Context: an optimization exercise on an open-source flow, tuned for small area, a short achievable clock period and few clock cycles per item. The choices shown serve that exercise and are no tape-out recipe. Where RTL was checked, it was by simulation tests only, not by an equivalence proof against the original. For runs 6 and 7, only the layout was checked, not whether the RTL still works. In every run shown here, the design's own scripts or RTL, not TritonCTS, make the clock network. The clock port is modelled as an ideal driver, which makes a skipped or thinned clock tree look cheaper than it is; a real chip needs a root buffer or a tree. No activity file was given, so power comes from the tool's default toggle rates.

--- flow/flow/run.sh ---
#!/bin/bash
# The standard layout (standard.sh, ORFS from synthesis to the final layout)
# with these changes, made through ORFS's own variables and hooks:
#  - synthesis: ABC maps the logic with flow/abc.script (ORFS's speed script
#    cut down, with &nf allowed to trade some delay for area) instead of
#    ORFS's abc_speed.script. The rest of the synthesis, registers included,
#    is the standard one (synth_recipe.tcl and ORFS's synth.tcl, unchanged);
#  - the port buffers that buffer_ports inserts on every input and output are
#    plain sky130_fd_sc_hd__buf_1 instead of the cell it picks by itself;
#  - after clock tree synthesis, flow/clock_tree.tcl replaces the two-level
#    clock tree with one level of four clock buffers;
#  - timing repair aims for 6.3 ns of setup slack (a 2.7 ns period) instead
#    of 0.
# standard.sh writes each ORFS step's log under orfs/logs/; make's own output
# goes to standard.log.
set -euo pipefail
cp -r "$FLOW_HOME/scripts" scripts
cp flow/abc.script scripts/abc_speed.script
export SCRIPTS_DIR="$PWD/scripts"
export BUFFER_PORTS_ARGS="-buffer_cell sky130_fd_sc_hd__buf_1"
export POST_CTS_TCL="$PWD/flow/clock_tree.tcl"
export SETUP_SLACK_MARGIN=6.3
bash standard.sh > standard.log 2>&1
--- flow/flow/abc.script ---
&get -n
&st
&syn2
&dch
&nf -R 20
&put
buffer -c
topo
stime -c
upsize -c
dnsize -c
--- flow/flow/clock_tree.tcl ---
set nbuf 4
set cell sky130_fd_sc_hd__clkbuf_8

set block [ord::get_db_block]
set db [ord::get_db]
set clk_net [[$block findBTerm clk] getNet]

# Walk the clock network from the port: buffers to remove, and the clock pins
# of the cells they (or the port) drive.
set bufs {}
set loads {}
set sinks {}
set todo [list $clk_net]
while {[llength $todo] > 0} {
  set net [lindex $todo 0]
  set todo [lrange $todo 1 end]
  foreach it [$net getITerms] {
    if {![$it isInputSignal] && [$it getIoType] ne "INPUT"} { continue }
    set inst [$it getInst]
    set m [[$inst getMaster] getName]
    if {[string match "clkload*" [$inst getName]]} {
      # a dummy load clock_tree_synthesis added to balance its tree
      lappend loads $inst
    } elseif {[string match "sky130_fd_sc_hd__clkbuf_*" $m] || [string match "sky130_fd_sc_hd__buf_*" $m]} {
      lappend bufs $inst
      set onet [[$inst findITerm X] getNet]
      if {$onet ne "NULL"} { lappend todo $onet }
    } else {
      lappend sinks $it
    }
  }
}
puts "clock_tree.tcl: [llength $bufs] clock buffers and [llength $loads] dummy loads removed, [llength $sinks] clock pins"

foreach inst $loads {
  foreach it [$inst getITerms] { if {[$it getNet] ne "NULL"} { $it disconnect } }
  odb::dbInst_destroy $inst
}

foreach inst $bufs {
  set onet [[$inst findITerm X] getNet]
  if {$onet ne "NULL"} {
    foreach it [$onet getITerms] { $it disconnect }
    odb::dbNet_destroy $onet
  }
  [$inst findITerm A] disconnect
  odb::dbInst_destroy $inst
}

# Group the clock pins: split by x into halves, then each half by y.
proc split_by {pts idx n} {
  set pts [lsort -integer -index $idx $pts]
  set per [expr {int(ceil(double([llength $pts]) / $n))}]
  set out {}
  for {set k 0} {$k < $n} {incr k} {
    lappend out [lrange $pts [expr {$k * $per}] [expr {($k + 1) * $per - 1}]]
  }
  return $out
}
set pts {}
foreach it $sinks {
  set loc [[$it getInst] getLocation]
  lappend pts [list [lindex $loc 0] [lindex $loc 1] $it]
}
set groups {}
foreach half [split_by $pts 0 [expr {$nbuf / 2}]] {
  foreach g [split_by $half 1 2] { lappend groups $g }
}

set master [$db findMaster $cell]
set k 0
foreach grp $groups {
  if {[llength $grp] == 0} { continue }
  set sx 0
  set sy 0
  foreach p $grp {
    incr sx [lindex $p 0]
    incr sy [lindex $p 1]
  }
  set b [odb::dbInst_create $block $master clkbuf_leaf_$k]
  set net [odb::dbNet_create $block clknet_leaf_$k]
  $net setSigType CLOCK
  [$b findITerm A] connect $clk_net
  [$b findITerm X] connect $net
  foreach p $grp { [lindex $p 2] connect $net }
  $b setLocation [expr {$sx / [llength $grp]}] [expr {$sy / [llength $grp]}]
  $b setPlacementStatus PLACED
  incr k
}
puts "clock_tree.tcl: $k clock buffers ($cell) inserted"
detailed_placement
check_placement -verbose
--- flow/standard.sh ---
#!/bin/bash
# synth_recipe.tcl (not shown) runs the flow's synth.tcl, then flattens the netlist and writes it again
# the make line also repeats each setting of config.mk as NAME=value (left out here)
make -C /OpenROAD-flow-scripts/flow DESIGN_CONFIG=/design/flow/config.mk WORK_HOME=/design/flow/orfs CLKGATE_MAP_FILE= SYNTH_SCRIPT=/design/flow/synth_recipe.tcl "${@:-finish}"
--- flow/config.mk ---
export PLATFORM = sky130hd
export DESIGN_NAME = prng
export DESIGN_NICKNAME = prng
export VERILOG_FILES = /design/flow/design.v
export SDC_FILE = /design/flow/constraint.sdc
export NUM_CORES = 8
export LEC_CHECK = 0
export CAP_MARGIN = 20
export CORE_MARGIN = 2
export CORE_UTILIZATION = 40
export SLEW_MARGIN = 40
--- flow/constraint.sdc ---
create_clock -name core_clock -period 9.0 [get_ports {clk}]
set_input_delay 1.8000 -clock core_clock [delete_from_list [all_inputs] [get_ports {clk}]]
set_output_delay 1.8000 -clock core_clock [all_outputs]
set_load 0.01 [all_outputs]
--- flow/design.v ---
`timescale 1ns / 1ps
module prng (
	input clk,     
	input rst,   
	input [31:0] seed,
	input start,
	input cont,
	output reg done,
	output [31:0] rand_num
);
localparam B  = 4;                 
localparam NB = (31 + B - 1) / B;  
reg [30:0] acc;    
reg  [2:0] cnt;    
reg  [1:0] nen;    
wire busy = !nen[0];
assign rand_num = {1'b0, acc};
wire [30:0] nen_bits = {{15{nen[1]}}, {16{nen[0]}}};
wire [30:0] b = ~({acc[2:0], acc[30:3]} | nen_bits);
wire [30:0] g = acc & b;    
wire [30:0] p = acc ^ b;    
localparam LB = (B > 8) ? 4 : (B > 4) ? 3 : (B > 2) ? 2 : (B > 1) ? 1 : 0;   
wire [30:0] lg [0:LB];
wire [30:0] lp [0:LB];
wire [30:0] gl = lg[LB];
wire [30:0] pl = lp[LB];
assign lg[0] = g;
assign lp[0] = p;
wire [NB-1:0] bg, bp;    
wire [30:0] c;           
genvar i, j, k;
generate
	for (k = 0; k < LB; k = k + 1) begin : local_level
		for (i = 0; i < 31; i = i + 1) begin : local_bit
			localparam LO = i - i % B;
			localparam OFF = i % B;
			localparam J = LO + (OFF & ~((2 << k) - 1)) + (1 << k) - 1;
			if ((OFF >> k) & 1) begin : merge
				assign lg[k+1][i] = lg[k][i] | lp[k][i] & lg[k][J];
				assign lp[k+1][i] = lp[k][i] & lp[k][J];
			end else begin : pass
				assign lg[k+1][i] = lg[k][i];
				assign lp[k+1][i] = lp[k][i];
			end
		end
	end
	for (j = 0; j < NB; j = j + 1) begin : block_gp
		localparam TOP = (j * B + B - 1 > 30) ? 30 : j * B + B - 1;
		assign bg[j] = gl[TOP];
		assign bp[j] = pl[TOP];
	end
endgenerate
localparam L = (NB > 16) ? 5 : (NB > 8) ? 4 : (NB > 4) ? 3 : (NB > 2) ? 2 : 1;   
wire [NB-1:0] cg [0:L];
wire [NB-1:0] cp [0:L];
assign cg[0] = bg;
assign cp[0] = bp;
generate
	for (k = 0; k < L; k = k + 1) begin : ring_level
		for (j = 0; j < NB; j = j + 1) begin : ring_block
			localparam J2 = (j + NB - (1 << k) % NB) % NB;
			assign cg[k+1][j] = cg[k][j] | cp[k][j] & cg[k][J2];
			assign cp[k+1][j] = cp[k][j] & cp[k][J2];
		end
	end
	for (i = 0; i < 31; i = i + 1) begin : carry
		localparam BI = i / B;
		localparam BPREV = (BI + NB - 1) % NB;
		if (i % B == 0) begin : first
			assign c[i] = cg[L][BPREV];
		end else begin : next
			assign c[i] = gl[i-1] | pl[i-1] & cg[L][BPREV];
		end
	end
endgenerate
wire [1:0]  keep = ~nen | {2{done}};
wire [30:0] keep_bits = {{15{keep[1]}}, {16{keep[0]}}};
wire [30:0] x = (p & keep_bits) | ({seed[15:0], seed[30:16]} & ~keep_bits);
always @(posedge clk)
	acc <= x ^ c;
always @(posedge clk) begin
	if (rst) begin
		nen  <= 2'b11;
		done <= 1'b0;
		cnt  <= 3'd0;
	end else if (busy) begin
		cnt <= cnt + 3'd1;
		if (cnt == 3'd4)        nen[0] <= 1'b1;
		if (cnt[2])             nen[1] <= 1'b1;
		if (cnt == 3'd4)        done   <= 1'b1;
	end else if (done) begin
		if (!start) done <= 1'b0;
	end else if (start) begin
		nen <= 2'b00;
		cnt <= 3'd0;
	end
end
endmodule
==> run summary, run 1 <==
The number of DRC markers in iteration 0 is 61. The final setup violation count is 0. The fraction of post-synthesis cell area in the top cell type by area is 0.277. The proportion of synthesized chip area in sequential cells is 0.277. The static leakage is 1.40 nW.

The tightest slew margin relative to the limit came out at 0.562. The die height is 85.8 um. By area the synthesized netlist is led by sky130_fd_sc_hd__dfxtp_1 (28%), sky130_fd_sc_hd__ha_1 (15%), sky130_fd_sc_hd__mux2i_1 (11%). The final non-filler cell area came out at 3110 sq um.

The clock latency reported for the late side of the worst-skew pair came out at 0.14 ns. The library cells used most frequently in the layout, excluding fill and tap cells, are sky130_fd_sc_hd__buf_1 (65), sky130_fd_sc_hd__nor2_1 (53), sky130_fd_sc_hd__dfxtp_1 (34). The initial antenna violation count is 0. Summing over every cut layer, the via total after detailed routing is 2401. STA classifies the critical path startpoint as a register. The via count of the first global-routing pass came to 2268. The flow ran to the end and the layout has no timing, DRC or antenna violations. The minimum period implied by the final worst setup slack came out at 2.52 ns. The cell row count is 29. The critical path is of the reg2reg type. The number of diodes came out at 0. The signed area change from the synthesized netlist to the final layout is 16.0%. The synthesized netlist cell count came out at 315.

In this run the remaining antenna-violating nets after routing total 0. Summing every instance area after synthesis gives 2680 sq um. The final global-route overflow total is 0.

Data arrives at the worst endpoint at 2.55 ns. Entering global routing, the biggest net connects 21 pins. The global-route wire length before repair is 10.2 mm. The maximum clock skew at final layout is 0.00703 ns. Across the run, the number of max-cap violations was 0. Final hold analysis gives a worst-case slack of 0.460 ns.

The depth of the worst register-to-register path is 10. The clock sink total came out at 37. The achievable clock frequency is 397 MHz. After detailed routing, the total wire length is 6.31 mm. The average wire per standard cell came out at 13.9 um.

In this run the register-to-register setup slack is 6.48 ns. Setup repair after global routing left no endpoint under its margin. The placeable core region is 6420 sq um.

The floorplan step defined a die boundary enclosing 7370 sq um. The synthesized design contains 37 register bits. The routability congestion estimate from global placement came out at 0.818.

The post-synthesis net count came out at 384. The area of placed instances came out at 2990 sq um. The global-route total usage across every layer is 0.173. Of all cell types, the one taking the most synthesized area is sky130_fd_sc_hd__dfxtp_1. The final period utilization is 0.280. The number of library cell types mapped by synthesis is 34. The maximum fanout along the worst path came out at 11. The sum of net half-perimeters after detailed placement is 5.00 mm. The setup TNS is 0 ns. The post-detailed-route DRC marker count came out at 0. VDD sags by at most 0.133 mV. For this run, the number of Yosys warnings is 1.

The fraction of final layout cells with drive strength greater than 1 came out at 0.0926. Along the worst hold path, the cell count comes to 1. The number of hold violations in the final report is 0.

The most common library cell in the layout ignoring fill and taps is sky130_fd_sc_hd__buf_1. For the pin with the worst max-slew slack, the measured transition is 0.655 ns. For this configuration, the core starts out at a cell density of 0.417.

The element type at the critical path end is a register. The I/O pin count is 69. Dividing the detail-routed via count by the number of cells gives 5.28. The utilization of the core after routing came out at 0.484. The total power density per cell area came out at 337 nW/um^2.

The fill cell total of the finished layout is 673. The chip width is 85.8 um. The port buffer count came out at 65.

The number of nets in the finished design came out at 449. The number of max-slew violations in the final report is 0. The mean post-synth cell area is 8.50 sq um.

The number of iterations in the first detailed-routing pass came out at 20. The clock-pin transition on the worst setup and hold timing paths came out at 0.07 ns. The class of the worst hold path is reg2reg.

The required time of the critical path is 9.02 ns.
==> cells in the mapped netlist (all sizes together) <==
cell type  number
o21bai          2
ha             33
nand4           6
and3            1
buf             5
mux2i          29
a21oi          34
o31ai           8
conb            1
xnor2          18
clkbuf          3
a21o            8
nor2           54
dfxtp          37
a31o            6
a22oi           1
o21ai          10
nor2b           4
a41oi           1
a211oi          1
xor2           13
inv             8
nand3           5
a31oi           4
nand2          23
==> path summary, 6_finish.rpt <==
path / start / end
setup / recovery: nen[0] / acc[11]
hold / removal: cnt[2] / cnt[2]
setup reg to reg: nen[0] / acc[11]
hold reg to reg: cnt[2] / cnt[2]
==> metrics by stage <==
| step | std cells | power [mW] | worst slack [ns] |
|---|---|---|---|
| floorplan | 315 | 0.784 | 6.36 |
| global placement | 449 | 0.940 | 6.08 |
| detailed placement | 449 | 0.950 | 6.05 |
| global route | 455 | 1.15 | 6.30 |
| finish | 455 | 1.05 | 6.48 |
==> layer usage <==
metal / wire length (um) / global-route usage / vias to the layer above
met5: 0 / 0 / -
met4: 72 / 0.0418 / 0
met1: 3050 / 0.222 / 1094
met2: 2900 / 0.288 / 51
li1: - / - / 1251
met3: 288 / 0.0481 / 5
==> report_power, final <==
part           total, mW  leakage [nW]  internal (mW)  switching (mW)
sequential         0.319         0.312          0.245          0.0739
clock             0.0875        0.0288         0.0405          0.0469
combinational      0.643          1.06          0.265           0.378
==> state kept, by name, summed over array words and instances, names as in the netlist <==
register and cells:
acc 31, cnt 3, done 1, nen 2
==> kinds of logic after synthesis <==
logic type | count (synthesis) | share of synthesized area
simple gates | 93 | 0.150
mux | 29 | 0.108
xor+xnor | 31 | 0.101
buf+inv | 16 | 0.0252
fa+ha+maj | 33 | 0.154
flops | 37 | 0.277
other cells | 1 | 0.00140
compound gates | 75 | 0.183
==> cell type report <==
class                           count  area (sq um)  area share
Multi-Input combinational cell    262          1920       0.617
Sequential cell                    37           749       0.241
Tap cell                           77          96.3      0.0310
Buffer                              4          55.1      0.0177
Timing Repair Buffer               67           259      0.0834
Inverter                            8          30.0     0.00967
==> critical path, cell delays in order, from the launching register on <==
cell	delay [ns]
sky130_fd_sc_hd__dfxtp_4	0.42
sky130_fd_sc_hd__buf_4	0.20
sky130_fd_sc_hd__nor2_1	0.06
sky130_fd_sc_hd__ha_1	0.35
sky130_fd_sc_hd__and3_2	0.22
sky130_fd_sc_hd__a31oi_2	0.12
sky130_fd_sc_hd__o31ai_2	0.30
sky130_fd_sc_hd__a31oi_2	0.21
sky130_fd_sc_hd__o21ai_1	0.28
sky130_fd_sc_hd__a21oi_2	0.09
sky130_fd_sc_hd__xor2_1	0.16
Testbench counts, summed over its fixed seeds: cycles 18,432, items 2,048.
==> run 2, diff against run 1 <==
--- a/flow/flow/run.sh
+++ b/flow/flow/run.sh
@@ -20,4 +20,4 @@
 export BUFFER_PORTS_ARGS="-buffer_cell sky130_fd_sc_hd__buf_1"
 export POST_CTS_TCL="$PWD/flow/clock_tree.tcl"
-export SETUP_SLACK_MARGIN=6.3
+export SETUP_SLACK_MARGIN=6.35
 bash standard.sh > standard.log 2>&1
--- a/flow/config.mk
+++ b/flow/config.mk
@@ -9,3 +9,3 @@
 export CORE_MARGIN = 2
 export CORE_UTILIZATION = 40
-export SLEW_MARGIN = 40
+export SLEW_MARGIN = 20
==> run 2 against run 1 <==
Flip-flop and latch count unchanged; largest power group unchanged; die area did not move; sequential share of layout area up 0.19 points; via count up 0.58%; critical path depth increased by 2; synthesized cell count is the same; first-iteration DRC count increased by 3.3%; highest routed layer unchanged.
==> run summary, run 2 <==
The worst endpoint data arrival time is 2.67 ns (+0.12 ns). The placeable core region is 6420 sq um (unchanged). The global-route total usage across every layer is 0.172 (-0.000367). The initial antenna violation count is 0 (unchanged). The class of the worst hold path is reg2reg. The via count of the first global-routing pass is 2252 (-0.71%). The final non-filler cell area is 3090 sq um (-0.44%). The portion of total power attributed to sequential cells is 0.304 (about the same). The number of flip-flops under the largest register name is 31 (unchanged).

The fraction of synthesis flops using an asynchronous set or reset pin is 0 (unchanged). The run finished with no timing, DRC or antenna violations. The number of vias after detailed routing is 2415 (+0.58%). The highest ir drop seen on vdd is 0.137 mV (+3.4%).

The internal power component was 552 uW (+0.43%). The number of DRC markers in iteration 0 came out at 63 (+3.3%). The post-detailed-routing wire length came to 6.29 mm (-0.33%).

The maximum clock skew at final layout is 0.00919 ns (+0.00216 ns). The number of diodes came out at 0 (unchanged). The post-detailed-route DRC marker count came out at 0 (unchanged).

The achievable clock frequency is 384 MHz (-3.3%). The die height came out at 85.8 um (unchanged). The count of yosys warnings during synthesis came out at 1 (unchanged). The port buffer count came out at 65 (unchanged). The final total power came out at 1.05 mW (+0.12%). The worst setup path is of the reg2reg kind. The average via count per standard cell came to 5.31 (+0.58%). The cell row count is 29 (unchanged). The worst setup path is launched from a register. The clock latency reported for the late side of the worst-skew pair came out at 0.14 ns (about the same). The number of max-slew violations in the final report came out at 0 (unchanged).

The routability congestion estimate from global placement is 0.818 (unchanged). The largest registers in the layout are acc (31), cnt (3), nen (2). The required time of the critical path was 9.06 ns (+0.04 ns). The synthesized flop and latch total is 37 (unchanged). The global-route wire length before repair is 10.2 mm (unchanged). The post-route antenna net violation count is 0 (unchanged). acc holds more flip-flops than any other register. The sum of net half-perimeters after detailed placement is 4.99 mm (about the same). The number of max-capacitance violations reported was 0 (unchanged). The synthesized netlist cell count came out at 315 (unchanged). The tightest slew margin relative to the limit is 0.330 (-0.232). The library cell used most frequently in the layout, excluding fill and tap cells, is sky130_fd_sc_hd__buf_1. The fraction of final layout cells with drive strength greater than 1 came out at 0.108 (+0.0159). The minimum period implied by the final worst setup slack came out at 2.61 ns (+0.0848 ns). The signal on the critical path passes through buf_4 -> nor2_1 -> ha_1 -> nand2_1 -> o21ai_1 -> a21oi_1 -> o31ai_1 -> a31o_2 -> nand3_2 -> nand2_2 -> a21o_1 -> xnor2_1. The number of nets in the finished design was 449 (unchanged).

The post-synthesis instance area is 2680 sq um (unchanged). Among all stages on the critical path, the largest delay is contributed by sky130_fd_sc_hd__dfxtp_4. The final global-route overflow total is 0 (unchanged).

The proportion of synthesized chip area in sequential cells is 0.277 (unchanged). The actual transition at the worst max-transition pin came out at 1.00 ns (+0.344 ns). The net switching power of the design came out at 497 uW (-0.23%).

The number of hold violations in the final report is 0 (unchanged). Setup repair after global routing could not meet its margin everywhere. The fraction of post-synthesis cell area in the top cell type by area came out at 0.277 (unchanged). The register-to-register path setup slack is 6.39 ns (-0.08 ns). The average wire per standard cell came to 13.8 um (-0.33%). The most common cell in the netlist is sky130_fd_sc_hd__nor2_1. The number of iterations in the first detailed-routing pass came out at 16 (-20%).

The synthesized design spends more area on one cell type than any other, namely sky130_fd_sc_hd__dfxtp_1. The post-synthesis net count came out at 384 (unchanged). The area of placed instances came out at 2980 sq um (-0.33%). The final period utilization is 0.290 (+0.00942). The clock sink total came out at 37 (unchanged). The area growth from synthesis to layout is 15.5%. The effective utilization at floorplan came to 0.417 (unchanged).

The number of library cell types mapped by synthesis is 34 (unchanged). The area of the die came to 7370 sq um (unchanged). The clock-pin transition on the worst setup and hold timing paths came out at 0.07 ns (about the same). The maximum number of pins on one net before global-route repair came out at 21 (unchanged). By count the netlist is led by sky130_fd_sc_hd__nor2_1 (53), sky130_fd_sc_hd__dfxtp_1 (37), sky130_fd_sc_hd__ha_1 (33). By area the synthesized netlist is led by sky130_fd_sc_hd__dfxtp_1 (28%), sky130_fd_sc_hd__ha_1 (15%), sky130_fd_sc_hd__mux2i_1 (11%). The maximum fanout along the worst path is 11 (unchanged). The number of enable flip-flop cells after synthesis is 0 (unchanged).

The total power density per cell area is 339 nW/um^2 (+0.56%). The most frequently used flop master after synthesis is sky130_fd_sc_hd__dfxtp_1. The I/O pin count is 69 (unchanged). The setup TNS is 0 ns (unchanged).

The part of the power in the clock network is 0.084 (about the same). The chip width came out at 85.8 um (unchanged). The mean post-synth cell area came out at 8.50 sq um (unchanged).

The library cells used most frequently in the layout, excluding fill and tap cells, are sky130_fd_sc_hd__buf_1 (59), sky130_fd_sc_hd__nor2_1 (52), sky130_fd_sc_hd__ha_1 (33). The worst setup path is captured at a register. The delay contributed by the slowest stage of the critical path came out at 0.42 ns (about the same). The switching share of power came out at 0.474 (-0.00164).

The part of the total power dissipated in combinational logic is 0.611 (-0.002). The final setup violation count came out at 0 (unchanged). The static leakage came out at 1.41 nW (+0.74%).
## run 2: critical path, delay by kind of cell (launching register included)
family	cells	cell delay (ns)
xor+xnor	1	0.10
flops	1	0.42
simple gates	4	0.35
buf+inv	1	0.20
compound gates	5	1.14
fa+ha+maj	1	0.33
## run 2: kinds of logic after synthesis
| family | after synthesis | synth area share |
|---|---|---|
| compound gates | 75 | 0.183 |
| xor+xnor | 31 | 0.101 |
| fa+ha+maj | 33 | 0.154 |
| buf+inv | 16 | 0.0252 |
| flops | 37 | 0.277 |
| mux | 29 | 0.108 |
| other cells | 1 | 0.00140 |
| simple gates | 93 | 0.150 |
## run 2: final cells by class
type                    instances  area [sq um]
plain buffers                   4          55.1
well taps                      77          96.3
multi-input cells             262          1890
flip-flops and latches         37           752
fillers                       682          3330
inverters                       8          30.0
repair buffers                 67           267
## run 2: worst paths after layout
| check | start | endpoint | cells past startpoint |
|---|---|---|---|
| worst min register to register | cnt[2] | cnt[2] | 1 |
| worst max-delay path | nen[0] | acc[3] | 12 |
| worst min-delay path | cnt[2] | cnt[2] | 1 |
| worst max register to register | nen[0] | acc[3] | 12 |
## run 2: per-stage QoR
step           setup WS (ns)  cells   util  hold slack, ns
6_report                6.39    455  0.482           0.467
5_1_grt                 6.25    455  0.482           0.495
3_5_place_dp            6.07    449  0.465           0.452
3_3_place_gp            6.08    449  0.465           0.441
2_1_floorplan           6.36    315      -           0.423
## run 2: power by group through the flow
stage          registers [mW]  logic, mW  clock network (mW)
2_1_floorplan           0.336      0.448                   0
3_3_place_gp            0.323      0.617                   0
3_5_place_dp            0.324      0.627                   0
5_1_grt                 0.329      0.723              0.0997
6_report                0.319      0.642              0.0886
## run 2: per-layer routing
metal,wire (um),vias to the layer above,GRT usage
met2,2880,45,0.283
met1,3120,1110,0.232
met3,195,7,0.0260
met5,0,-,0
li1,-,1253,-
met4,92,0,0.0563
==> run 3, diff against run 2 <==
--- a/flow/flow/run.sh
+++ b/flow/flow/run.sh
@@ -20,4 +20,4 @@
 export BUFFER_PORTS_ARGS="-buffer_cell sky130_fd_sc_hd__buf_1"
 export POST_CTS_TCL="$PWD/flow/clock_tree.tcl"
-export SETUP_SLACK_MARGIN=6.35
+export SETUP_SLACK_MARGIN=6.4
 bash standard.sh > standard.log 2>&1
==> run 3 against run 2 <==
Utilization increased by 3.0 points; still clean; first-iteration DRC count up 35%; area after synthesis unchanged; register-to-register slack better by 0.08 ns; worst hold slack improved by 0.0053 ns; largest power group unchanged; clock skew grew 0.0020 ns.
==> run summary, run 3 <==
The number of flip-flops under the largest register name is 31 (unchanged). The utilization of the core after routing came to 0.511 (+0.0296). The area of placed instances came out at 2980 sq um (unchanged). The worst hold margin is 0.472 ns (+0.00531 ns).

The post-detailed-routing wire length came out at 6.46 mm (+2.6%). The number of enable flip-flop cells after synthesis came out at 0 (unchanged). The number of diodes is 0 (unchanged). The worst endpoint data arrival time came to 2.55 ns (-0.12 ns). The final period utilization is 0.281 (-0.00884).

The fraction of final layout cells with drive strength greater than 1 is 0.307 (+0.199). The detailed router used layers up to and including met4. The routability congestion estimate from global placement came out at 0.807 (-1.3%). The post-placement setup slack is 6.12 ns (+0.0528 ns).

The cell row count is 29 (unchanged). The worst setup path is launched from a register. Of all cell types, the one taking the most synthesized area is sky130_fd_sc_hd__dfxtp_1. The number of max-capacitance violations reported came out at 0 (unchanged). The final instance count without filler cells was 461 (+1.3%). The delay contributed by the slowest stage of the critical path is 0.40 ns (-0.02 ns).

The routed wire length on met3 came out at 224 um (+15%). The global-route wire length before repair was 10.6 mm (+3.6%). The synthesized flop and latch total came out at 37 (unchanged). The number of iterations in the first detailed-routing pass came out at 8 (-8). The post-route antenna net violation count is 0 (unchanged). The post-detailed-route DRC marker count is 0 (unchanged). In the final layout, the registers with the most flip-flops are acc (31), cnt (3), nen (2).

The average wire per standard cell was 14.0 um (+1.3%). The post-synthesis net count came out at 384 (unchanged). The actual transition at the worst max-transition pin is 0.997 ns (-0.00298 ns). The synthesized netlist cell count is 315 (unchanged). The required time of the critical path was 9.02 ns (-0.04 ns).

The number of library cell types mapped by synthesis is 34 (unchanged). In this run the worst setup path begins at nen[0]. The final non-filler cell area came out at 3280 sq um (+6.1%). acc holds more flip-flops than any other register.

The port buffer count is 65 (unchanged). The proportion of synthesized chip area in sequential cells is 0.277 (unchanged). The startpoint identified for the worst register-to-register timing path is nen[0]. The clock sink total came to 37 (unchanged). The final total power came out at 1.11 mW (+6.1%). The via count of the first global-routing pass is 2403 (+6.7%). The worst hold path belongs to the class reg2reg. The average via count per standard cell came out at 5.38 (+1.3%). The clock-pin transition on the worst setup and hold timing paths came out at 0.07 ns (about the same). The most used flip-flop cell after synthesis is sky130_fd_sc_hd__dfxtp_1.

The number of vias after detailed routing came out at 2478 (+2.6%). The I/O pin count came to 69 (unchanged). Relative to the synthesized area, the layout overhead comes to 22.6%. The die height came out at 85.8 um (unchanged).

Leaving out fill and tap cells, the most frequent cells in the layout are sky130_fd_sc_hd__nor2_1 (52), sky130_fd_sc_hd__buf_1 (33), sky130_fd_sc_hd__ha_1 (32), sky130_fd_sc_hd__buf_2 (32), sky130_fd_sc_hd__dfxtp_2 (31). The run finished with no timing, DRC or antenna violations. The initial antenna violation count was 0 (unchanged). The fill cell total of the finished layout was 636 (-6.7%).

The fraction of synthesis flops using an asynchronous set or reset pin is 0 (unchanged). The chip width came to 85.8 um (unchanged). The fraction of post-synthesis cell area in the top cell type by area came out at 0.277 (unchanged). The effective utilization at floorplan is 0.417 (unchanged). The maximum number of pins on one net before global-route repair is 21 (unchanged). The slowest stage of the critical path is the sky130_fd_sc_hd__dfxtp_4 cell. The minimum period implied by the final worst setup slack is 2.53 ns (-0.0795 ns). The setup TNS is 0 ns (unchanged).

The setup slack of the critical path after layout is 6.47 ns (+0.0795 ns). The sum of net half-perimeters after detailed placement came to 4.97 mm (-0.37%). The maximum fanout along the worst path is 7 (-4). The total length of routed met2 wires came out at 3.17 mm (+10%).

The final setup violation count came out at 0 (unchanged). The highest ir drop seen on vdd was 0.129 mV (-6.1%). The number of hold violations in the final report came out at 0 (unchanged).

The static leakage came out at 1.53 nW (+8.3%). The number of nets in the finished design is 455 (+1.3%). The maximum clock skew at final layout came out at 0.0112 ns (+0.00204 ns).

By instance count, the leading cell after synthesis is sky130_fd_sc_hd__nor2_1. The routed length on met1 is 2.99 mm (-4.3%). The area of the die came out at 7370 sq um (unchanged). The placed cell count is 449 (unchanged). The mean post-synth cell area came out at 8.50 sq um (unchanged). The global-route total usage across every layer is 0.177 (+0.00412).

The count of yosys warnings during synthesis came out at 1 (unchanged). By area the synthesized netlist is led by sky130_fd_sc_hd__dfxtp_1 (28%), sky130_fd_sc_hd__ha_1 (15%), sky130_fd_sc_hd__mux2i_1 (11%). The critical path start-end classification is reg2reg. The element type at the critical path end is a register. The startpoint identified for the worst hold timing path is cnt[2].

Setup repair after global routing could not meet its margin everywhere. The placeable core region came out at 6420 sq um (unchanged). The library cell used most frequently in the layout, excluding fill and tap cells, is sky130_fd_sc_hd__nor2_1. The post-synthesis instance area is 2680 sq um (unchanged). The achievable clock frequency is 396 MHz (+3.1%). The number of max-slew violations in the final report was 0 (unchanged). By count the netlist is led by sky130_fd_sc_hd__nor2_1 (53), sky130_fd_sc_hd__dfxtp_1 (37), sky130_fd_sc_hd__ha_1 (33).

The tightest slew margin relative to the limit is 0.332 (+0.00200). The final global-route overflow total came out at 0 (unchanged). Traced cell by cell, the critical path runs through buf_4 -> nor2_1 -> ha_1 -> nand2_1 -> o21ai_2 -> a31oi_2 -> o31ai_2 -> a31oi_2 -> o21ai_2 -> a21oi_2 -> xor2_1. The total power density per cell area was 339 nW/um^2 (about the same). The clock latency reported for the late side of the worst-skew pair came out at 0.14 ns (about the same).

The number of DRC markers in iteration 0 came to 85 (+35%).
-- run 3: cell counts after synthesis --
No cell type changed its count.
-- run 3: cell families after synthesis --
| family | Yosys count | synth area share |
|---|---|---|
| buffers and inverters | 16 | 0.0252 |
| and+or+nand+nor | 93 | 0.150 |
| DFF | 37 | 0.277 |
| muxes | 29 | 0.108 |
| xor gates and xnor gates | 31 | 0.101 |
| adders and majority gates | 33 | 0.154 |
| AOI/OAI and AO/OA | 75 | 0.183 |
| other | 1 | 0.00140 |
-- run 3: layout make-up --
class                           count  area, sq um  share of cell area
Timing Repair Buffer               73          348               0.106
Tap cell                           77         96.3              0.0293
Buffer                              4         55.1              0.0168
Multi-Input combinational cell    262         1960               0.598
Inverter                            8         30.0             0.00915
Sequential cell                    37          791               0.241
-- run 3: per-layer routing --
| metal | vias to the layer above | GRT usage |
|---|---|---|
| met1 | 1147 | 0.220 |
| met4 | 0 | 0.0476 |
| met3 | 7 | 0.0308 |
| met2 | 50 | 0.313 |
| met5 | - | 0 |
| li1 | 1274 | - |
-- run 3: power by group --
group          switching [mW]  leakage [nW]  internal (mW)
sequential             0.0675         0.312          0.261
combinational           0.398          1.19          0.303
clock                  0.0447        0.0288         0.0405
-- run 3: worst paths after layout --
kind / to / slack, ns / cells past startpoint
max: acc[11] / 6.47 / 11
min: cnt[2] / 0.47 / 1
max reg2reg: acc[11] / 6.47 / 11
min reg2reg: cnt[2] / 0.47 / 1
-- run 3: critical path, delay by kind of cell, from the launching register on --
kind                       cells  cell delay [ns]
and+or+nand+nor                2             0.15
xor gates and xnor gates       1             0.15
DFF                            1             0.40
buffers and inverters          1             0.16
adders and majority gates      1             0.35
AOI/OAI and AO/OA              6             1.20
==> run 4, diff against run 3 <==
--- a/flow/flow/run.sh
+++ b/flow/flow/run.sh
@@ -20,4 +20,4 @@
 export BUFFER_PORTS_ARGS="-buffer_cell sky130_fd_sc_hd__buf_1"
 export POST_CTS_TCL="$PWD/flow/clock_tree.tcl"
-export SETUP_SLACK_MARGIN=6.4
+export SETUP_SLACK_MARGIN=6.45
 bash standard.sh > standard.log 2>&1
==> run 4 against run 3 <==
Critical path depth rose by 1; register-to-register slack improved by 0.02 ns; via count rose by 5.2%; highest routed layer unchanged; still clean; sequential share of layout area fell by 3.1 points; area after synthesis did not move; combinational power rose by 35%.
==> run summary, run 4 <==
The average wire per standard cell is 14.2 um (+1.5%). The I/O pin count came out at 69 (unchanged). The area of the die is 7370 sq um (unchanged). For this run, the leading register cell type out of synthesis is sky130_fd_sc_hd__dfxtp_1. The setup TNS came out at 0 ns (unchanged). The post-detailed-routing wire length came to 7.04 mm (+9.0%). The post-synthesis instance area is 2680 sq um (unchanged). The count of yosys warnings during synthesis is 1 (unchanged).

The number of flip-flops under the largest register name came out at 31 (unchanged). The path class of the tightest hold or removal check is reg2reg. The fraction of synthesized area in multiplexers came out at 0.108 (unchanged).

The synthesized netlist cell count came out at 315 (unchanged). The routability congestion estimate from global placement is 0.788 (-2.5%). STA classifies the critical path startpoint as a register.

The most common library cell in the layout ignoring fill and taps is sky130_fd_sc_hd__nor2_1. The number of nets in the finished design was 489 (+7.5%). The number of diodes is 0 (unchanged). The fraction of the mapped netlist area in adder cells came out at 0.154 (unchanged). The actual transition at the worst max-transition pin is 1.02 ns (+0.0274 ns).

The mean post-synth cell area is 8.50 sq um (unchanged). The achievable clock frequency came to 399 MHz (+0.90%). The highest ir drop seen on vdd is 0.147 mV (+14%). The number of iterations in the first detailed-routing pass is 18 (+10). The worst setup path is captured at a register. The final period utilization is 0.278 (-0.00252). Yosys attributes the largest share of cell area to sky130_fd_sc_hd__dfxtp_1 (28%), sky130_fd_sc_hd__ha_1 (15%), sky130_fd_sc_hd__mux2i_1 (11%). The initial antenna violation count was 0 (unchanged). The number of enable flip-flop cells after synthesis came out at 0 (unchanged). The via count of the first global-routing pass is 2502 (+4.1%). The fraction of post-synthesis cell area in the top cell type by area is 0.277 (unchanged). The number of vias after detailed routing came to 2608 (+5.2%). The fraction of final layout cells with drive strength greater than 1 is 0.376 (+0.0683). The number of hold violations in the final report came to 0 (unchanged). The worst hold margin is 0.459 ns (-0.0136 ns).

The run finished with no timing, DRC or antenna violations. The minimum period implied by the final worst setup slack is 2.50 ns (-0.0226 ns). The required time of the critical path came to 9.02 ns (about the same). The maximum number of pins on one net before global-route repair is 21 (unchanged).

The chip width is 85.8 um (unchanged). The cell row count came out at 29 (unchanged). The maximum fanout along the worst path came out at 7 (unchanged). The global-route total usage across every layer is 0.185 (+0.00800). The largest registers in the layout are acc (31), cnt (3), nen (2). The sum of net half-perimeters after detailed placement was 4.97 mm (-0.16%).

The tightest slew margin relative to the limit came out at 0.314 (-0.0184). The clock sink total is 37 (unchanged). The post-synthesis net count came out at 384 (unchanged). The static leakage is 1.76 nW (+15%). Counting flops per register, the top entry is acc. In the layout the commonest cells are sky130_fd_sc_hd__nor2_1 (52), sky130_fd_sc_hd__buf_4 (40), sky130_fd_sc_hd__buf_1 (33). The post-route antenna net violation count is 0 (unchanged).

The synthesized flop and latch total came out at 37 (unchanged). Setup repair after global routing could not meet its margin everywhere. Among all cell types in the netlist, the one instantiated most often is sky130_fd_sc_hd__nor2_1. The global-route wire length before repair came out at 11.0 mm (+3.3%). The signed area change from the synthesized netlist to the final layout is 40.5%. The placeable core region is 6420 sq um (unchanged). The effective utilization at floorplan is 0.417 (unchanged). The simple-gate share of the synthesized area came to 0.150 (unchanged). The clock-pin transition on the worst setup and hold timing paths came out at 0.06 ns (about the same). The biggest area contributor in the post-synthesis netlist is sky130_fd_sc_hd__dfxtp_1. The area share of xor/xnor cells in the synthesized design came out at 0.101 (unchanged). The fraction of synthesis flops using an asynchronous set or reset pin is 0 (unchanged). The final global-route overflow total is 0 (unchanged). The worst endpoint data arrival time is 2.52 ns (-0.03 ns).

The maximum clock skew at final layout came out at 0.00997 ns (-0.00125 ns). The clock latency reported for the late side of the worst-skew pair is 0.14 ns (about the same). The worst setup path is of the reg2reg kind. The number of library cell types mapped by synthesis came out at 34 (unchanged). By area, the combinational part of the netlist is dominated by compound AO/OA/AOI/OAI gates. The average via count per standard cell is 5.27 (-2.0%). The number of DRC markers in iteration 0 came out at 114 (+34%). Sorting the synthesized cells by how often they occur yields sky130_fd_sc_hd__nor2_1 (53), sky130_fd_sc_hd__dfxtp_1 (37), sky130_fd_sc_hd__ha_1 (33). The compound-cell area share of the yosys netlist came out at 0.183 (unchanged).

The post-detailed-route DRC marker count came to 0 (unchanged). The total power density per cell area is 358 nW/um^2 (+5.5%). The die height is 85.8 um (unchanged).

The number of max-slew violations in the final report is 0 (unchanged). The final setup violation count came out at 0 (unchanged). The port buffer count is 65 (unchanged). The proportion of synthesized chip area in sequential cells is 0.277 (unchanged).

The number of max-capacitance violations reported is 0 (unchanged).
[run 4: cell count changes in the layout (fill, tap and decap cells not counted), sizes merged]
cell	before	now
buf	73	106
clkbuf	4	5
[run 4: area by class of cell]
| type | instances | area, sq um |
|---|---|---|
| plain buffers | 4 | 55.1 |
| fillers | 575 | 2660 |
| inverters | 8 | 30.0 |
| multi-input cells | 262 | 2020 |
| flip-flops and latches | 37 | 791 |
| well taps | 77 | 96.3 |
| repair buffers | 107 | 772 |
[run 4: cell families (layout without fill, tap and decap cells)]
kind of cell,count (synthesis),count (layout)
AND/OR/NAND/NOR,93,93
AO/OA/AOI/OAI,75,75
flip-flops,37,37
adder cells (fa/ha/maj),33,33
XOR/XNOR,31,31
multiplexers,29,29
buffers and inverters,16,119
other,1,1
[run 4: power by group]
part / leakage, nW / switching [mW] / internal (mW)
sequential: 0.312 / 0.0578 / 0.260
clock: 0.0288 / 0.0457 / 0.0405
combinational: 1.42 / 0.469 / 0.475
[run 4: critical path: stages, from the launching register on]
cell	delay, ns
sky130_fd_sc_hd__dfxtp_4	0.37
sky130_fd_sc_hd__clkbuf_4	0.17
sky130_fd_sc_hd__nor2_1	0.20
sky130_fd_sc_hd__ha_4	0.25
sky130_fd_sc_hd__a21oi_2	0.19
sky130_fd_sc_hd__o21ai_2	0.10
sky130_fd_sc_hd__a21oi_1	0.24
sky130_fd_sc_hd__o31ai_2	0.10
sky130_fd_sc_hd__a31o_2	0.29
sky130_fd_sc_hd__nand3_2	0.08
sky130_fd_sc_hd__nand2_2	0.07
sky130_fd_sc_hd__a21o_1	0.19
sky130_fd_sc_hd__xnor2_1	0.12
[run 4: worst paths after layout]
kind	startpoint	end	slack (ns)	cells after the start
setup / recovery	nen[0]	acc[3]	6.50	12
hold / removal	cnt[2]	cnt[2]	0.46	1
setup reg to reg	nen[0]	acc[3]	6.50	12
hold reg to reg	cnt[2]	cnt[2]	0.46	1
[run 4: layer usage]
metal,track usage,wire length [um]
met2,0.315,3450
met1,0.238,3290
met5,0,0
met3,0.0269,199
met4,0.0620,91
[run 4: stage by stage]
step           power (mW)  cells  area [sq um]   util  setup slack, ns
2_1_floorplan       0.785    315          2690      -             6.46
3_3_place_gp        0.939    449          2980  0.465             6.09
6_report             1.35    495          3760  0.586             6.50
5_1_grt              1.45    495          3760  0.586             6.39
3_5_place_dp        0.949    449          2980  0.465             6.08
==> run 5, diff against run 4 <==
--- a/flow/flow/run.sh
+++ b/flow/flow/run.sh
@@ -20,4 +20,4 @@
 export BUFFER_PORTS_ARGS="-buffer_cell sky130_fd_sc_hd__buf_1"
 export POST_CTS_TCL="$PWD/flow/clock_tree.tcl"
-export SETUP_SLACK_MARGIN=6.45
+export SETUP_SLACK_MARGIN=6.3
 bash standard.sh > standard.log 2>&1
==> run 5 against run 4 <==
Die area unchanged; maximum frequency down 1.3%; setup slack worse by 0.033 ns; flip-flop and latch count unchanged; sequential power about the same; register-to-register slack worse by 0.03 ns; clock power up 3.2%; critical endpoint is now acc[27]; utilization down 11 points; largest cell class unchanged; area after synthesis unchanged; first-iteration DRC count down 51%; largest power group unchanged.
==> run summary, run 5 <==
The run finished with no timing, DRC or antenna violations. The synthesized netlist cell count is 315 (unchanged). The total power density per cell area came out at 340 nW/um^2 (-5.1%).

The post-route antenna net violation count is 0 (unchanged). The number of max-slew violations in the final report came out at 0 (unchanged). The fraction of final layout cells with drive strength greater than 1 is 0.0769 (-0.299). The I/O pin count came to 69 (unchanged). STA classifies the critical path endpoint as a register.

The die height came out at 85.8 um (unchanged). The number of max-capacitance violations reported came out at 0 (unchanged). The worst endpoint data arrival time came out at 2.61 ns (+0.09 ns). In the synthesized netlist the dominant register cell turns out to be sky130_fd_sc_hd__dfxtp_1. The fraction of post-synthesis cell area in the top cell type by area came out at 0.277 (unchanged). The buffering stage count on the worst path with inverters included is 0 (-1). The clock sink total is 37 (unchanged). The average via count per standard cell came out at 5.33 (+1.1%). The port buffer count came to 65 (unchanged). Compared with the post-synthesis result, the final layout area differs by 14.4%. Walking the worst path, the cells encountered are nor2_1 -> ha_1 -> a21o_1 -> a31o_1 -> a31oi_1 -> o31ai_1 -> a31oi_1 -> o21ai_2 -> a21oi_2 -> xor2_1. The number of nets in the finished design is 448 (-8.4%). The setup slack of the critical path after layout is 6.46 ns (-0.0330 ns).

The number of flip-flops under the largest register name is 31 (unchanged). The final instance count without filler cells came out at 454 (-8.3%). The sum of net half-perimeters after detailed placement came out at 4.99 mm (+0.53%). Setup repair after global routing could not meet its margin everywhere. STA classifies the critical path startpoint as a register. The cell row count came to 29 (unchanged).

The number of diodes is 0 (unchanged). The placed cell count is 449 (unchanged). The final non-filler cell area came out at 3060 sq um (-19%). The number of enable flip-flop cells after synthesis is 0 (unchanged).

The number of vias after detailed routing was 2419 (-7.2%). The tightest slew margin relative to the limit came to 0.324 (+0.0104). The number of hold violations in the final report is 0 (unchanged). Among all stages on the critical path, the largest delay is contributed by sky130_fd_sc_hd__dfxtp_4.

The effective utilization at floorplan is 0.417 (unchanged). The final total power came to 1.04 mW (-23%). The post-detailed-route DRC marker count came to 0 (unchanged).

The static leakage is 1.39 nW (-21%). The maximum fanout along the worst path is 20 (+13). The critical path start-end classification is reg2reg. Summed over all instances, the cell type with the most area after synthesis is sky130_fd_sc_hd__dfxtp_1. The most common cell in the netlist is sky130_fd_sc_hd__nor2_1. The placeable core region came out at 6420 sq um (unchanged). The minimum period implied by the final worst setup slack is 2.54 ns (+0.0330 ns). The delay contributed by the slowest stage of the critical path is 0.47 ns (+0.10 ns).

The final setup violation count was 0 (unchanged). The most frequent cell on the critical path is sky130_fd_sc_hd__a31oi_1. The number of library cell types mapped by synthesis is 34 (unchanged). The achievable clock frequency is 394 MHz (-1.3%). The proportion of synthesized chip area in sequential cells is 0.277 (unchanged). The worst hold margin was 0.467 ns (+0.00848 ns).

The chip width is 85.8 um (unchanged). The maximum number of pins on one net before global-route repair came out at 21 (unchanged). The clock latency reported for the late side of the worst-skew pair came to 0.14 ns (about the same). The largest registers in the layout are acc (31), cnt (3), nen (2). The final period utilization was 0.282 (+0.00367). The post-placement setup slack came to 6.07 ns (-0.00883 ns). The area of the die is 7370 sq um (unchanged). The final global-route overflow total came out at 0 (unchanged). The maximum clock skew at final layout is 0.00878 ns (-0.00119 ns).

The highest ir drop seen on vdd came out at 0.137 mV (-6.5%). The average wire per standard cell came out at 13.7 um (-3.6%). The required time of the critical path came out at 9.07 ns (+0.05 ns). The worst hold path belongs to the class reg2reg. The clock-pin transition on the worst setup and hold timing paths is 0.07 ns (about the same). The via count of the first global-routing pass came out at 2252 (-10%). The mean post-synth cell area is 8.50 sq um (unchanged). The post-synthesis net count is 384 (unchanged). The number of iterations in the first detailed-routing pass is 22 (+4). The count of yosys warnings during synthesis is 1 (unchanged).

In this design, the largest share of critical-path delay is due to compound AO/OA/AOI/OAI gates. The global-route total usage across every layer is 0.172 (-0.0121). The number of DRC markers in iteration 0 is 56 (-51%).

The post-detailed-routing wire length came out at 6.22 mm (-12%). Sorting the synthesized cells by area gives the leading types as sky130_fd_sc_hd__dfxtp_1 (28%), sky130_fd_sc_hd__ha_1 (15%), sky130_fd_sc_hd__mux2i_1 (11%). In the layout the commonest cells are sky130_fd_sc_hd__buf_1 (65), sky130_fd_sc_hd__nor2_1 (53), sky130_fd_sc_hd__dfxtp_1 (34). The most common library cell in the layout ignoring fill and taps is sky130_fd_sc_hd__buf_1. The utilization of the core after routing is 0.477 (-0.109). The largest register by flop count is acc. The setup TNS is 0 ns (unchanged).

The initial antenna violation count is 0 (unchanged). The actual transition at the worst max-transition pin came out at 1.01 ns (-0.0155 ns). The synthesized flop and latch total is 37 (unchanged).

The area of placed instances came out at 2980 sq um (unchanged). The fraction of synthesis flops using an asynchronous set or reset pin is 0 (unchanged). The global-route wire length before repair came out at 10.2 mm (-6.6%). The commonest cells after synthesis are sky130_fd_sc_hd__nor2_1 (53), sky130_fd_sc_hd__dfxtp_1 (37), sky130_fd_sc_hd__ha_1 (33).

The routability congestion estimate from global placement is 0.818 (+3.9%). The post-synthesis instance area is 2680 sq um (unchanged).
==> run 5: cell counts after synthesis <==
No cell type changed its count.
==> run 5: area by class of cell <==
cell class                 count  area [sq um]
fill                         685          3360
timing repair buffer          66           251
tap                           77          96.3
inverter                       8          30.0
multi-input combinational    262          1880
buffer                         4          55.1
sequential                    37           749
==> run 5: kinds of logic (layout without fill, tap and decap cells) <==
family / Yosys count / count (layout) / synth area share
AO/OA/AOI/OAI: 75 / 75 / 0.183
XOR/XNOR: 31 / 31 / 0.101
adder cells (fa/ha/maj): 33 / 33 / 0.154
buffers and inverters: 16 / 78 / 0.0252
flip-flops: 37 / 37 / 0.277
multiplexers: 29 / 29 / 0.108
other: 1 / 1 / 0.00140
AND/OR/NAND/NOR: 93 / 93 / 0.150
==> run 5: final timing paths <==
check               from  endpoint  slack, ns  depth (start not counted)
setup reg to reg  nen[0]   acc[27]       6.46                         10
hold reg to reg   cnt[2]    cnt[2]       0.47                          1
setup / recovery  nen[0]   acc[27]       6.46                         10
hold / removal    cnt[2]    cnt[2]       0.47                          1
==> run 5: routing by layer <==
metal | global-route usage | vias to the layer above | share of wire
met3 | 0.0260 | 5 | 0.033
met1 | 0.232 | 1107 | 0.49
met2 | 0.283 | 55 | 0.46
li1 | - | 1252 | -
met5 | 0 | - | 0
met4 | 0.0563 | 0 | 0.013
==> run 5: worst register-to-register path, stage by stage, from the launching register on <==
cell and delay, ns:
sky130_fd_sc_hd__dfxtp_4 0.47, sky130_fd_sc_hd__nor2_1 0.08, sky130_fd_sc_hd__ha_1 0.34, sky130_fd_sc_hd__a21o_1 0.20, sky130_fd_sc_hd__a31o_1 0.21, sky130_fd_sc_hd__a31oi_1 0.22
sky130_fd_sc_hd__o31ai_1 0.12, sky130_fd_sc_hd__a31oi_1 0.39, sky130_fd_sc_hd__o21ai_2 0.13, sky130_fd_sc_hd__a21oi_2 0.17, sky130_fd_sc_hd__xor2_1 0.15
==> run 5: where the power goes <==
part	switching [mW]	total (mW)	leakage [nW]	internal, mW
clock network	0.0484	0.0890	0.0288	0.0406
registers	0.0744	0.319	0.312	0.245
logic	0.372	0.633	1.05	0.261
total	0.495	1.04	1.39	0.546
==> run 6, diff against run 5 <==
--- a/flow/design.v
+++ b/flow/design.v
@@ -20,27 +20,16 @@
 wire [30:0] g = acc & b;    
 wire [30:0] p = acc ^ b;    
-localparam LB = (B > 8) ? 4 : (B > 4) ? 3 : (B > 2) ? 2 : (B > 1) ? 1 : 0;   
-wire [30:0] lg [0:LB];
-wire [30:0] lp [0:LB];
-wire [30:0] gl = lg[LB];
-wire [30:0] pl = lp[LB];
-assign lg[0] = g;
-assign lp[0] = p;
+wire [30:0] gl, pl;
 wire [NB-1:0] bg, bp;    
 wire [30:0] c;           
 genvar i, j, k;
 generate
-	for (k = 0; k < LB; k = k + 1) begin : local_level
-		for (i = 0; i < 31; i = i + 1) begin : local_bit
-			localparam LO = i - i % B;
-			localparam OFF = i % B;
-			localparam J = LO + (OFF & ~((2 << k) - 1)) + (1 << k) - 1;
-			if ((OFF >> k) & 1) begin : merge
-				assign lg[k+1][i] = lg[k][i] | lp[k][i] & lg[k][J];
-				assign lp[k+1][i] = lp[k][i] & lp[k][J];
-			end else begin : pass
-				assign lg[k+1][i] = lg[k][i];
-				assign lp[k+1][i] = lp[k][i];
-			end
+	for (i = 0; i < 31; i = i + 1) begin : local_bit
+		if (i % B == 0) begin : first
+			assign gl[i] = g[i];
+			assign pl[i] = p[i];
+		end else begin : next
+			assign gl[i] = g[i] | p[i] & gl[i-1];
+			assign pl[i] = p[i] & pl[i-1];
 		end
 	end
==> run 6 against run 5 <==
Synthesized cell count decreased by 6.7%; combinational power increased by 7.7%; global-route usage increased by 0.16 points; clock power decreased by 2%; sequential power about the same; critical endpoint is now acc[14].
==> run summary, run 6 <==
The setup TNS is 0 ns (unchanged). The chip width is 85.2 um (-0.78%). The clock sink total came out at 37 (unchanged). The synthesized netlist cell count is 294 (-6.7%).

The initial antenna violation count came out at 0 (unchanged). The tightest slew margin relative to the limit is 0.325 (+0.000920). The count of yosys warnings during synthesis came to 1 (unchanged). Setup repair after global routing could not meet its margin everywhere. The sum of net half-perimeters after detailed placement is 4.76 mm (-4.6%).

The final setup violation count came to 0 (unchanged). The post-synthesis cell type with the largest combined area is sky130_fd_sc_hd__dfxtp_1. The most common library cell in the layout ignoring fill and taps is sky130_fd_sc_hd__buf_1. The worst setup path is captured at a register.

The number of nets in the finished design came out at 441 (-1.6%). In the layout the commonest cells are sky130_fd_sc_hd__buf_1 (65), sky130_fd_sc_hd__nor2_1 (42), sky130_fd_sc_hd__dfxtp_1 (35). The total power density per cell area came to 332 nW/um^2 (-2.3%). The post-placement setup slack came out at 5.92 ns (-0.152 ns). The global-route total usage across every layer is 0.174 (+0.00160).

The post-synthesis instance area was 2640 sq um (-1.6%). The average wire per standard cell is 14.6 um (+6.7%). The global-route wire length before repair came to 10.2 mm (-0.33%). The number of flip-flops under the largest register name is 31 (unchanged). In the post-synthesis netlist, the cell with the most instances is sky130_fd_sc_hd__nor2_1. The proportion of synthesized chip area in sequential cells is 0.281 (+0.00460). The critical path start-end classification is reg2reg. The maximum number of pins on one net before global-route repair came out at 21 (unchanged). The post-detailed-route DRC marker count came to 0 (unchanged). The fill cell total of the finished layout is 613 (-11%). The number of vias after detailed routing came to 2353 (-2.7%).

The port buffer count is 65 (unchanged). The area used by sequential logic in the layout came out at 748 sq um (-0.17%). The final period utilization is 0.290 (+0.00832).

The routability congestion estimate from global placement is 0.808 (-1.2%). The minimum period implied by the final worst setup slack came out at 2.61 ns (+0.0749 ns). By area the synthesized netlist is led by sky130_fd_sc_hd__dfxtp_1 (28%), sky130_fd_sc_hd__ha_1 (16%), sky130_fd_sc_hd__mux2i_1 (11%). The achievable clock frequency came out at 383 MHz (-2.9%).

The worst endpoint data arrival time is 2.68 ns (+0.07 ns). The number of iterations in the first detailed-routing pass came to 5 (-77%). The cell row count came to 29 (unchanged).

The required time of the critical path is 9.07 ns (about the same). The post-route antenna net violation count came out at 0 (unchanged). The number of library cell types mapped by synthesis was 30 (-12%). The maximum fanout along the worst path came out at 9 (-55%).

The fraction of synthesis flops using an asynchronous set or reset pin came out at 0 (unchanged). The area of the die is 7250 sq um (-1.6%). The setup slack of the critical path after layout was 6.39 ns (-0.0749 ns). The run finished with no timing, DRC or antenna violations. The clock latency reported for the late side of the worst-skew pair is 0.14 ns (about the same). The via count of the first global-routing pass is 2224 (-1.2%). The clock-pin transition on the worst setup and hold timing paths is 0.07 ns (about the same). The number of max-slew violations in the final report is 0 (unchanged). The fraction of post-synthesis cell area in the top cell type by area is 0.281 (+0.00460). The largest registers in the layout are acc (31), cnt (3), nen (2). The signed area change from the synthesized netlist to the final layout is 24.0%. The I/O pin count is 69 (unchanged). The die height came out at 85.2 um (-0.78%). By count the netlist is led by sky130_fd_sc_hd__nor2_1 (46), sky130_fd_sc_hd__dfxtp_1 (37), sky130_fd_sc_hd__ha_1 (33). The average via count per standard cell is 5.26 (-1.2%). The placeable core region came to 6350 sq um (-1.1%).

In this run the worst hold path is classified as reg2reg. acc holds more flip-flops than any other register. The number of diodes was 0 (unchanged).

The area of placed instances was 2940 sq um (-1.3%). The synthesized flop and latch total is 37 (unchanged). The highest ir drop seen on vdd came out at 0.160 mV (+16%). The mean post-synth cell area is 8.96 sq um (+5.4%). The most used flip-flop cell after synthesis is sky130_fd_sc_hd__dfxtp_1. The post-detailed-routing wire length is 6.54 mm (+5.0%). The number of enable flip-flop cells after synthesis came out at 0 (unchanged). The fraction of final layout cells with drive strength greater than 1 came to 0.162 (+0.0852). The number of hold violations in the final report is 0 (unchanged). The actual transition at the worst max-transition pin is 1.01 ns (-0.00137 ns). The multi-input gate area in the final layout is 1970 sq um (+4.9%). The number of DRC markers in iteration 0 is 74 (+32%). The category of the worst setup path launch point is a register. The final global-route overflow total came out at 0 (unchanged).

The number of max-capacitance violations reported is 0 (unchanged). The maximum clock skew at final layout was 0.00676 ns (-0.00202 ns). The static leakage came to 1.58 nW (+14%). The effective utilization at floorplan is 0.415 (-0.00213). The final non-filler cell area came out at 3270 sq um (+6.7%). The post-synthesis net count came out at 363 (-5.5%).
## run 6: changes by cell type after synthesis, sizes merged, moves of 3 or more
cell,delta
a21o,+6
a21oi,-3
a31o,-4
a41oi,+5
nand2,-12
nor2,-8
o31ai,-8
o41ai,+4
xnor2,-5
xor2,+5
## run 6: cell type report
| cell class | count | area share |
|---|---|---|
| multi-input combinational | 243 | 0.604 |
| sequential | 37 | 0.229 |
| timing repair buffer | 80 | 0.114 |
| tap | 77 | 0.0295 |
| buffer | 4 | 0.0168 |
| inverter | 6 | 0.00689 |
## run 6: power by group
group	switching, mW	internal [mW]	leakage (nW)
registers	0.0710	0.245	0.311
logic	0.389	0.292	1.24
clock network	0.0466	0.0405	0.0288
total	0.507	0.578	1.58
## run 6: path summary, 6_finish.rpt
path	from	slack, ns	to	depth (start not counted)
setup reg to reg	nen[1]	6.39	acc[14]	12
setup / recovery	nen[1]	6.39	acc[14]	12
hold / removal	cnt[2]	0.46	cnt[2]	1
hold reg to reg	cnt[2]	0.46	cnt[2]	1
## run 6: layer usage
metal  vias to the layer above  GRT usage  part of all wire
met2                        44      0.285              0.48
met4                         0     0.0433            0.0092
met5                         -          0                 0
met1                      1090      0.229              0.47
li1                       1214          -                 -
met3                         5     0.0447             0.036
## run 6: worst max-delay path: stages (launching register included)
cell and delay, ns:
sky130_fd_sc_hd__dfxtp_4 0.38, sky130_fd_sc_hd__buf_12 0.12, sky130_fd_sc_hd__nor2_1 0.05, sky130_fd_sc_hd__ha_1 0.33, sky130_fd_sc_hd__a21o_1 0.21, sky130_fd_sc_hd__a21o_1 0.20, sky130_fd_sc_hd__a21oi_2 0.20, sky130_fd_sc_hd__o21ai_1 0.12
sky130_fd_sc_hd__a21o_1 0.20, sky130_fd_sc_hd__a31o_4 0.24, sky130_fd_sc_hd__a21o_1 0.21, sky130_fd_sc_hd__a21oi_2 0.14, sky130_fd_sc_hd__xor2_1 0.14
## run 6: cell families (layout without fill, tap and decap cells)
family	Yosys count	after routing	share of synthesized area
XOR/XNOR	31	31	0.103
buffers and inverters	14	90	0.0223
AO/OA/AOI/OAI	75	75	0.204
adder cells (fa/ha/maj)	33	33	0.157
other	1	1	0.00142
AND/OR/NAND/NOR	73	73	0.117
flip-flops	37	37	0.281
multiplexers	30	30	0.114
## run 6: through the flow
step                hold WS, ns   util  std cells  power [mW]
floorplan                 0.423      -        294       0.754
global placement          0.441  0.464        428       0.903
detailed placement        0.443  0.464        428       0.912
global route              0.473  0.515        447        1.18
finish                    0.459  0.515        447        1.08
==> run 7, diff against run 6 <==
--- a/flow/design.v
+++ b/flow/design.v
@@ -20,16 +20,27 @@
 wire [30:0] g = acc & b;    
 wire [30:0] p = acc ^ b;    
-wire [30:0] gl, pl;
+localparam LB = (B > 8) ? 4 : (B > 4) ? 3 : (B > 2) ? 2 : (B > 1) ? 1 : 0;   
+wire [30:0] lg [0:LB];
+wire [30:0] lp [0:LB];
+wire [30:0] gl = lg[LB];
+wire [30:0] pl = lp[LB];
+assign lg[0] = g;
+assign lp[0] = p;
 wire [NB-1:0] bg, bp;    
 wire [30:0] c;           
 genvar i, j, k;
 generate
-	for (i = 0; i < 31; i = i + 1) begin : local_bit
-		if (i % B == 0) begin : first
-			assign gl[i] = g[i];
-			assign pl[i] = p[i];
-		end else begin : next
-			assign gl[i] = g[i] | p[i] & gl[i-1];
-			assign pl[i] = p[i] & pl[i-1];
+	for (k = 0; k < LB; k = k + 1) begin : local_level
+		for (i = 0; i < 31; i = i + 1) begin : local_bit
+			localparam LO = i - i % B;
+			localparam OFF = i % B;
+			localparam J = LO + (OFF & ~((2 << k) - 1)) + (1 << k) - 1;
+			if ((OFF >> k) & 1) begin : merge
+				assign lg[k+1][i] = lg[k][i] | lp[k][i] & lg[k][J];
+				assign lp[k+1][i] = lp[k][i] & lp[k][J];
+			end else begin : pass
+				assign lg[k+1][i] = lg[k][i];
+				assign lp[k+1][i] = lp[k][i];
+			end
 		end
 	end
@@ -41,23 +52,32 @@
 endgenerate
 localparam L = (NB > 16) ? 5 : (NB > 8) ? 4 : (NB > 4) ? 3 : (NB > 2) ? 2 : 1;   
-wire [NB-1:0] cg [0:L];
-wire [NB-1:0] cp [0:L];
-assign cg[0] = bg;
-assign cp[0] = bp;
+wire [NB-1:0] sg [0:L];
+wire [NB-1:0] sp [0:L];
+assign sg[0] = bg;
+assign sp[0] = bp;
+wire cout = sg[L][NB-1];
+wire [NB-1:0] cin;    
 generate
-	for (k = 0; k < L; k = k + 1) begin : ring_level
-		for (j = 0; j < NB; j = j + 1) begin : ring_block
-			localparam J2 = (j + NB - (1 << k) % NB) % NB;
-			assign cg[k+1][j] = cg[k][j] | cp[k][j] & cg[k][J2];
-			assign cp[k+1][j] = cp[k][j] & cp[k][J2];
+	for (k = 0; k < L; k = k + 1) begin : blk_level
+		for (j = 0; j < NB; j = j + 1) begin : blk
+			localparam J2 = (j & ~((2 << k) - 1)) + (1 << k) - 1;
+			if ((j >> k) & 1) begin : merge
+				assign sg[k+1][j] = sg[k][j] | sp[k][j] & sg[k][J2];
+				assign sp[k+1][j] = sp[k][j] & sp[k][J2];
+			end else begin : pass
+				assign sg[k+1][j] = sg[k][j];
+				assign sp[k+1][j] = sp[k][j];
+			end
 		end
 	end
+	assign cin[0] = cout;
+	for (j = 1; j < NB; j = j + 1) begin : blk_cin
+		assign cin[j] = sg[L][j-1] | sp[L][j-1] & cout;
+	end
 	for (i = 0; i < 31; i = i + 1) begin : carry
-		localparam BI = i / B;
-		localparam BPREV = (BI + NB - 1) % NB;
 		if (i % B == 0) begin : first
-			assign c[i] = cg[L][BPREV];
+			assign c[i] = cin[i / B];
 		end else begin : next
-			assign c[i] = gl[i-1] | pl[i-1] & cg[L][BPREV];
+			assign c[i] = gl[i-1] | pl[i-1] & cin[i / B];
 		end
 	end
==> run 7 against run 6 <==
Sequential share of layout area fell by 3.0 points; power rose by 21%; die area fell by 4.3%; global-route usage rose by 1.6 points; clock power rose by 1%; flip-flop and latch count did not move; via count rose by 5.7%; register-to-register slack got worse by 0.24 ns; first-iteration DRC count fell by 24%; synthesized cell count fell by 2.7%; critical endpoint is now acc[5].
==> run summary, run 7 <==
The flow ran to the end and the layout has no timing, DRC or antenna violations. The average via count per standard cell is 5.29 (+0.56%). The placeable core region was 5990 sq um (-5.7%). In the final layout, the registers with the most flip-flops are acc (31), cnt (3), nen (2). The port buffer count was 65 (unchanged). The maximum fanout along the worst path was 6 (-3). Ranked by instance count, the synthesized netlist is headed by sky130_fd_sc_hd__nor2_1 (41), sky130_fd_sc_hd__dfxtp_1 (37), sky130_fd_sc_hd__ha_1 (33). The area growth from synthesis to layout is 49.5%. The sink of the worst hold path is cnt[2]. The critical path is of the reg2reg type. The area of the die is 6940 sq um (-4.3%).

The setup TNS came out at 0 ns (unchanged). Setup repair after global routing could not meet its margin everywhere. The cell row count came to 28 (-3.4%).

The synthesized flop and latch total came out at 37 (unchanged). The post-synthesis net count came out at 355 (-2.2%). The synthesized netlist cell count is 286 (-2.7%).

The number of flip-flops under the largest register name is 31 (unchanged). The fraction of synthesis flops using an asynchronous set or reset pin is 0 (unchanged). The final total power is 1.31 mW (+21%). The clock-pin transition on the worst setup and hold timing paths was 0.08 ns (about the same). The register-to-register path setup slack came out at 6.15 ns (-0.24 ns). The final instance count without filler cells came out at 470 (+5.1%). The tightest min-delay check is of the reg2reg type.

The total power density per cell area is 349 nW/um^2 (+5.0%). In this run the critical register-to-register path is launched from nen[1]. The routability congestion estimate from global placement came out at 0.843 (+4.4%). The global-route total usage across every layer came out at 0.190 (+0.0164). The library cell used most frequently in the layout, excluding fill and tap cells, is sky130_fd_sc_hd__buf_1. The via count of the first global-routing pass is 2345 (+5.4%). The minimum period implied by the final worst setup slack was 2.85 ns (+0.241 ns).

In the post-synthesis netlist, the biggest area contributors are sky130_fd_sc_hd__dfxtp_1 (29%), sky130_fd_sc_hd__ha_1 (16%), sky130_fd_sc_hd__mux2i_1 (12%). The required time of the critical path is 9.07 ns (about the same). The clock sink total was 37 (unchanged). The fraction of final layout cells with drive strength greater than 1 came out at 0.327 (+0.164).

The number of iterations in the first detailed-routing pass came to 4 (-1). The proportion of synthesized chip area in sequential cells is 0.294 (+0.0131). Ranked by flip-flop count, first place goes to acc.

The average wire per standard cell came out at 15.4 um (+5.5%). The final period utilization is 0.317 (+0.0268). The multi-input gate area in the final layout is 2150 sq um (+8.8%). The placed cell count came out at 418 (-2.3%).

The number of hold violations in the final report came out at 0 (unchanged). The actual transition at the worst max-transition pin was 1.03 ns (+0.0226 ns). The final setup violation count is 0 (unchanged).

The worst setup path is captured at a register. The post-detailed-routing wire length was 7.25 mm (+11%). The mean post-synth cell area was 8.80 sq um (-1.8%).

The fill cell total of the finished layout was 519 (-15%).
-- run 7: cell types whose count changed after synthesis, moves of 4 or more --
| cell | change |
|---|---|
| sky130_fd_sc_hd__nor2_1 | -5 |
| sky130_fd_sc_hd__o21ai_1 | -9 |
| sky130_fd_sc_hd__a21oi_2 | -9 |
| sky130_fd_sc_hd__nand2_1 | +5 |
| sky130_fd_sc_hd__and3_1 | +5 |
| sky130_fd_sc_hd__xor2_1 | -4 |
| sky130_fd_sc_hd__a41oi_1 | -6 |
| sky130_fd_sc_hd__xnor2_1 | +4 |
| sky130_fd_sc_hd__a21oi_1 | +8 |
| sky130_fd_sc_hd__o41ai_2 | -4 |
| sky130_fd_sc_hd__nand4_1 | -4 |
-- run 7: how the worst max path moves through the flow --
stage               endpoint    from  depth (start not counted)
floorplan            acc[26]  nen[0]                         16
global placement     acc[15]  nen[1]                         14
detailed placement   acc[15]  nen[1]                         14
global route          acc[7]  nen[1]                         14
finish                acc[5]  nen[1]                         14
-- run 7: layout make-up --
type,count,share of cell area
well taps,75,0.0249
flip-flops and latches,37,0.199
plain buffers,4,0.0146
repair buffers,113,0.183
inverters,8,0.00798
multi-input cells,233,0.570
-- run 7: cell families after synthesis --
group / after synthesis / share of synthesized area
simple gates: 76 / 0.132
xor+xnor: 31 / 0.108
compound gates: 62 / 0.156
mux: 30 / 0.119
flops: 37 / 0.294
other cells: 1 / 0.00149
buf+inv: 16 / 0.0253
fa+ha+maj: 33 / 0.164
-- run 7: routing by layer --
| layer | track usage | share of wire |
|---|---|---|
| met1 | 0.231 | 0.43 |
| met2 | 0.334 | 0.51 |
| met3 | 0.0497 | 0.043 |
| met4 | 0.0492 | 0.014 |
| met5 | 0 | 0 |
-- run 7: per-stage QoR --
stage	worst slack, ns	hold WS, ns
detailed placement	5.68	0.476
floorplan	6.26	0.446
global placement	5.63	0.480
finish	6.15	0.494
global route	5.97	0.515
-- run 7: worst max-delay path, stage by stage, from the launching register on --
cell and delay [ns]:
sky130_fd_sc_hd__dfxtp_4 0.39, sky130_fd_sc_hd__nor2_2 0.16, sky130_fd_sc_hd__ha_4 0.24, sky130_fd_sc_hd__a21o_4 0.23, sky130_fd_sc_hd__a221oi_4 0.26, sky130_fd_sc_hd__o221ai_2 0.14, sky130_fd_sc_hd__nand3_1 0.09, sky130_fd_sc_hd__nand2_2 0.07
sky130_fd_sc_hd__a21oi_4 0.14, sky130_fd_sc_hd__o21ai_4 0.09, sky130_fd_sc_hd__a211o_1 0.32, sky130_fd_sc_hd__buf_4 0.15, sky130_fd_sc_hd__a21o_1 0.18, sky130_fd_sc_hd__a21oi_2 0.14, sky130_fd_sc_hd__xor2_1 0.16
-- run 7: power breakdown --
group | total [mW] | internal (mW) | switching, mW
sequential | 0.335 | 0.245 | 0.0904
clock | 0.0880 | 0.0405 | 0.0475
combinational | 0.889 | 0.446 | 0.443
total | 1.31 | 0.731 | 0.581

Setup slack of run 7, layout unchanged: 6.147 ns with ideal ports, 6.147 ns with driving cells assumed (clock clkbuf_16, inputs buf_2), 6.147 ns with port delays also shifted by the 0.195 ns mid clock arrival.
